This design comes from an exercise in tuning for small area and a short achievable clock period on the open sky130 flow, not from production work.
Power figures rest on the tool's default switching activity, not on a simulated workload.

epsilon:
Design processor, start of the top module:
module processor(
  input clk,
  input rst,
  input [31:0] instruction,
  output [31:0] instruction_addr);
Size in the first run: about 4,300 cells after synthesis, ~1,100 flip-flops, about 66 I/O pins, ~0.065 mm² of cells after synthesis.
==> module booth_enc, before the edit <==
module booth_enc(
  input  [31:0] b,
  input         s_mul,
  input         s_shl,
  input         s_as,
  output [15:0] bone,
  output [15:0] btwo,
  output [15:0] bneg,
  output        kill);
  wire [32:0] bx = {b, 1'b0};
  assign kill = s_shl & (|b[31:5]);
  wire [31:0] dec = (32'd1 << b[4:0]) & {32{s_shl}};
  genvar g;
  generate
    for (g = 0; g < 16; g = g + 1) begin : BE
      assign bone[g] = (s_mul & (bx[2*g+1] ^ bx[2*g])) | dec[2*g] | ((g == 0) & s_as);
      assign btwo[g] = (s_mul & ((bx[2*g+2] & ~bx[2*g+1] & ~bx[2*g]) | (~bx[2*g+2] & bx[2*g+1] & bx[2*g]))) | dec[2*g+1];
      assign bneg[g] = s_mul & bx[2*g+2];
    end
  endgenerate
endmodule
==> module add32, before the edit <==
module add32(
  input  [31:0] x,
  input  [31:0] y,
  input         kill,
  output [31:0] s);
  assign s = (x + y) & {32{~kill}};
endmodule
==> module processor, before the edit <==
module processor(
  input clk,
  input rst,
  input [31:0] instruction,
  output [31:0] instruction_addr);
  wire [4:0] op   = instruction[31:27];
  wire       br   = instruction[26];
  wire       w    = instruction[25];
  wire       i    = instruction[24];
  wire [4:0] dst  = instruction[23:19];
  wire [4:0] src1 = instruction[18:14];
  wire [4:0] src2 = instruction[13:9];
  wire [4:0] imm  = instruction[8:4];
  reg [31:0] pc;
  assign instruction_addr = pc;
  wire [31:0] t;
  reg [31:0] rf [0:31];
  always @(posedge clk)
    if (w) rf[dst] <= t;
  wire [31:0] a = rf[src1];
  wire [31:0] b = rf[src2];
  genvar g;
  wire op_add = (op == 5'd0);
  wire op_sub = (op == 5'd1);
  wire op_mul = (op == 5'd2);
  wire op_shl = (op == 5'd3);
  wire op_and = (op == 5'd4);
  wire op_or  = (op == 5'd5);
  wire s_mul = i & op_mul;
  wire s_as  = i & (op_add | op_sub);
  wire s_add = i & op_add;
  wire s_sub = i & op_sub;
  wire [31:0] X;
  xrow XR(.a(a), .b(b), .imm(imm), .s_add(s_add), .s_sub(s_sub),
          .s_and(i & op_and), .s_or(i & op_or), .s_imm(~i), .X(X));
  wire [15:0] bone, btwo, bneg;
  wire kill;
  booth_enc BE(.b(b), .s_mul(s_mul), .s_shl(i & op_shl), .s_as(s_as), .bone(bone), .btwo(btwo), .bneg(bneg), .kill(kill));
  wire [31:0] ms, mc;
  csa_tree T(.a(a), .bone(bone), .btwo(btwo), .bneg(bneg), .X(X),
             .s_sub(s_sub), .ms(ms), .mc(mc));
    add32 AT(.x(ms), .y(mc), .kill(kill), .s(t));
  wire [31:0] pct;
  next_pc NP(.pc(pc), .ms(ms), .mc(mc), .pcn(pct));
  wire [31:0] pc1 = pc + 32'd1;
  wire sel_t = ~rst & br & ~kill;
  wire [31:0] other = rst ? 32'd0 : (br ? pc : pc1);
  always @(posedge clk)
    pc <= (pct & {32{sel_t}}) | (other & {32{~sel_t}});
endmodule
make LEC_CHECK=0 CAP_MARGIN=20 CORE_MARGIN=2 CORE_UTILIZATION=60 PLACE_DENSITY=0.72 SETUP_SLACK_MARGIN=2.5 SLEW_MARGIN=20 SYNTH_HIERARCHICAL=1 SYNTH_MINIMUM_KEEP_SIZE=0 TNS_END_PERCENT=5 finish   # period 12.5 ns
run.sh (not shown) runs the stock make flow with config.mk's settings and CLKGATE_MAP_FILE= SYNTH_SCRIPT=/design/flow/synth_recipe.tcl, a recipe that flattens the netlist after the stock synthesis.
--- input diff epsilon..alpha ---
--- a/flow/design.v
+++ b/flow/design.v
@@ -1,18 +1,17 @@
 module booth_enc(
   input  [31:0] b,
+  input         big,
   input         s_mul,
   input         s_shl,
   input         s_as,
   output [15:0] bone,
   output [15:0] btwo,
-  output [15:0] bneg,
-  output        kill);
+  output [15:0] bneg);
   wire [32:0] bx = {b, 1'b0};
-  assign kill = s_shl & (|b[31:5]);
-  wire [31:0] dec = (32'd1 << b[4:0]) & {32{s_shl}};
+  wire [31:0] dec = (32'd1 << b[4:0]) & {32{s_shl & ~big}};
   genvar g;
   generate
     for (g = 0; g < 16; g = g + 1) begin : BE
       assign bone[g] = (s_mul & (bx[2*g+1] ^ bx[2*g])) | dec[2*g] | ((g == 0) & s_as);
       assign btwo[g] = (s_mul & ((bx[2*g+2] & ~bx[2*g+1] & ~bx[2*g]) | (~bx[2*g+2] & bx[2*g+1] & bx[2*g]))) | dec[2*g+1];
       assign bneg[g] = s_mul & bx[2*g+2];
@@ -847,15 +846,15 @@
   assign ms = {hc256, hc240, hc225, hc210, hc196, fs195, hc169, hc156, hc144, hc132, hc121, hc110, hc100, hc90, hc81, hc72, hc64, hc56, hc49, hc42, fs41, hc30, hc25, fs24, fs19, hc12, fs11, fs8, fs5, hs4, pp0_1, pp0_0};
   assign mc = {hs272, hs256, hs240, hs225, hs210, hs196, hs182, hs169, hs156, hs144, hs132, hs121, hs110, hs100, hs90, hs81, hs72, hs64, hs56, hs49, hs42, hs36, hs30, hs25, hs20, hs16, hs12, hs9, hs6, fs3, hs2, fs1};
 endmodule
 module add32(
   input  [31:0] x,
   input  [31:0] y,
-  input         kill,
+  input         cin,
   output [31:0] s);
-  assign s = (x + y) & {32{~kill}};
+  assign s = x + y + cin;
 endmodule
 module next_pc(
   input  [31:0] pc,
   input  [31:0] ms,
   input  [31:0] mc,
   output [31:0] pcn);
@@ -894,13 +893,20 @@
   wire [31:0] t;
   reg [31:0] rf [0:31];
   always @(posedge clk)
     if (w) rf[dst] <= t;
   wire [31:0] a = rf[src1];
   wire [31:0] b = rf[src2];
+  wire [31:0] bigv;
   genvar g;
+  generate
+    for (g = 0; g < 32; g = g + 1) begin : BG
+      assign bigv[g] = |rf[g][31:5];
+    end
+  endgenerate
+  wire big = bigv[src2];
   wire op_add = (op == 5'd0);
   wire op_sub = (op == 5'd1);
   wire op_mul = (op == 5'd2);
   wire op_shl = (op == 5'd3);
   wire op_and = (op == 5'd4);
   wire op_or  = (op == 5'd5);
@@ -909,20 +915,23 @@
   wire s_add = i & op_add;
   wire s_sub = i & op_sub;
   wire [31:0] X;
   xrow XR(.a(a), .b(b), .imm(imm), .s_add(s_add), .s_sub(s_sub),
           .s_and(i & op_and), .s_or(i & op_or), .s_imm(~i), .X(X));
   wire [15:0] bone, btwo, bneg;
-  wire kill;
-  booth_enc BE(.b(b), .s_mul(s_mul), .s_shl(i & op_shl), .s_as(s_as), .bone(bone), .btwo(btwo), .bneg(bneg), .kill(kill));
+  booth_enc BE(.b(b), .big(big), .s_mul(s_mul), .s_shl(i & op_shl), .s_as(s_as), .bone(bone), .btwo(btwo), .bneg(bneg));
   wire [31:0] ms, mc;
   csa_tree T(.a(a), .bone(bone), .btwo(btwo), .bneg(bneg), .X(X),
              .s_sub(s_sub), .ms(ms), .mc(mc));
-    add32 AT(.x(ms), .y(mc), .kill(kill), .s(t));
+  add32 AT(.x(ms), .y(mc), .cin(1'b0), .s(t));
   wire [31:0] pct;
   next_pc NP(.pc(pc), .ms(ms), .mc(mc), .pcn(pct));
   wire [31:0] pc1 = pc + 32'd1;
-  wire sel_t = ~rst & br & ~kill;
-  wire [31:0] other = rst ? 32'd0 : (br ? pc : pc1);
-  always @(posedge clk)
-    pc <= (pct & {32{sel_t}}) | (other & {32{~sel_t}});
+  always @(posedge clk) begin
+    if (rst)
+      pc <= 32'd0;
+    else if (br)
+      pc <= pct;
+    else
+      pc <= pc1;
+  end
 endmodule
Results
alpha: no failed stages, no open violations at the end
Looking at global-route usage, alpha sits 1.2 points higher than epsilon does.
In terms of combinational power, epsilon and alpha differ only marginally.
Non-clock buffer count: lower on alpha
Against epsilon as the reference, alpha delivers a lower sequential share of layout area.
epsilon → alpha: cell count shows an increase of about 1.7%; worst setup slack dropped 0.27 ns; combined buffer and inverter count along the critical path increased 1; power after layout grew by 0.47%; number of tap cells inserted rose by 6.9%.
In alpha relative to epsilon, wire length of the first global-routing pass had gone up by a few percent.
No run of this note included a check of the RTL's function; only the layout flow was run.

[afterwards: timing with drivers on the ports]
The results above use ideal ports. As a check the final layouts listed here were re-extracted and re-timed, cells and wires unchanged. Step 1: set_driving_cell puts a clkbuf_16 on clk and a buf_2 on each other input, an assumption about the parent block. Step 2 times the ports against the registers' clock, not the clock port: input delays grow and output delays shrink by t, the midpoint of the rising clock arrivals with the driver on. Three values: ideal, step 1, step 2; two values: the first two.
run	t (ns)	slack for setup (ns)	hold slack, ns
epsilon	0.770	2.490 / 2.186 / 1.416	0.648 / 0.648 / 0.648
alpha	0.783	2.216 / 2.061 / 1.277	0.667 / 0.667 / 0.667
After both steps every run listed still meets setup and hold. The setup slack of epsilon, which loses most, moves by -0.304 ns with the drivers and by -1.074 ns with both steps.
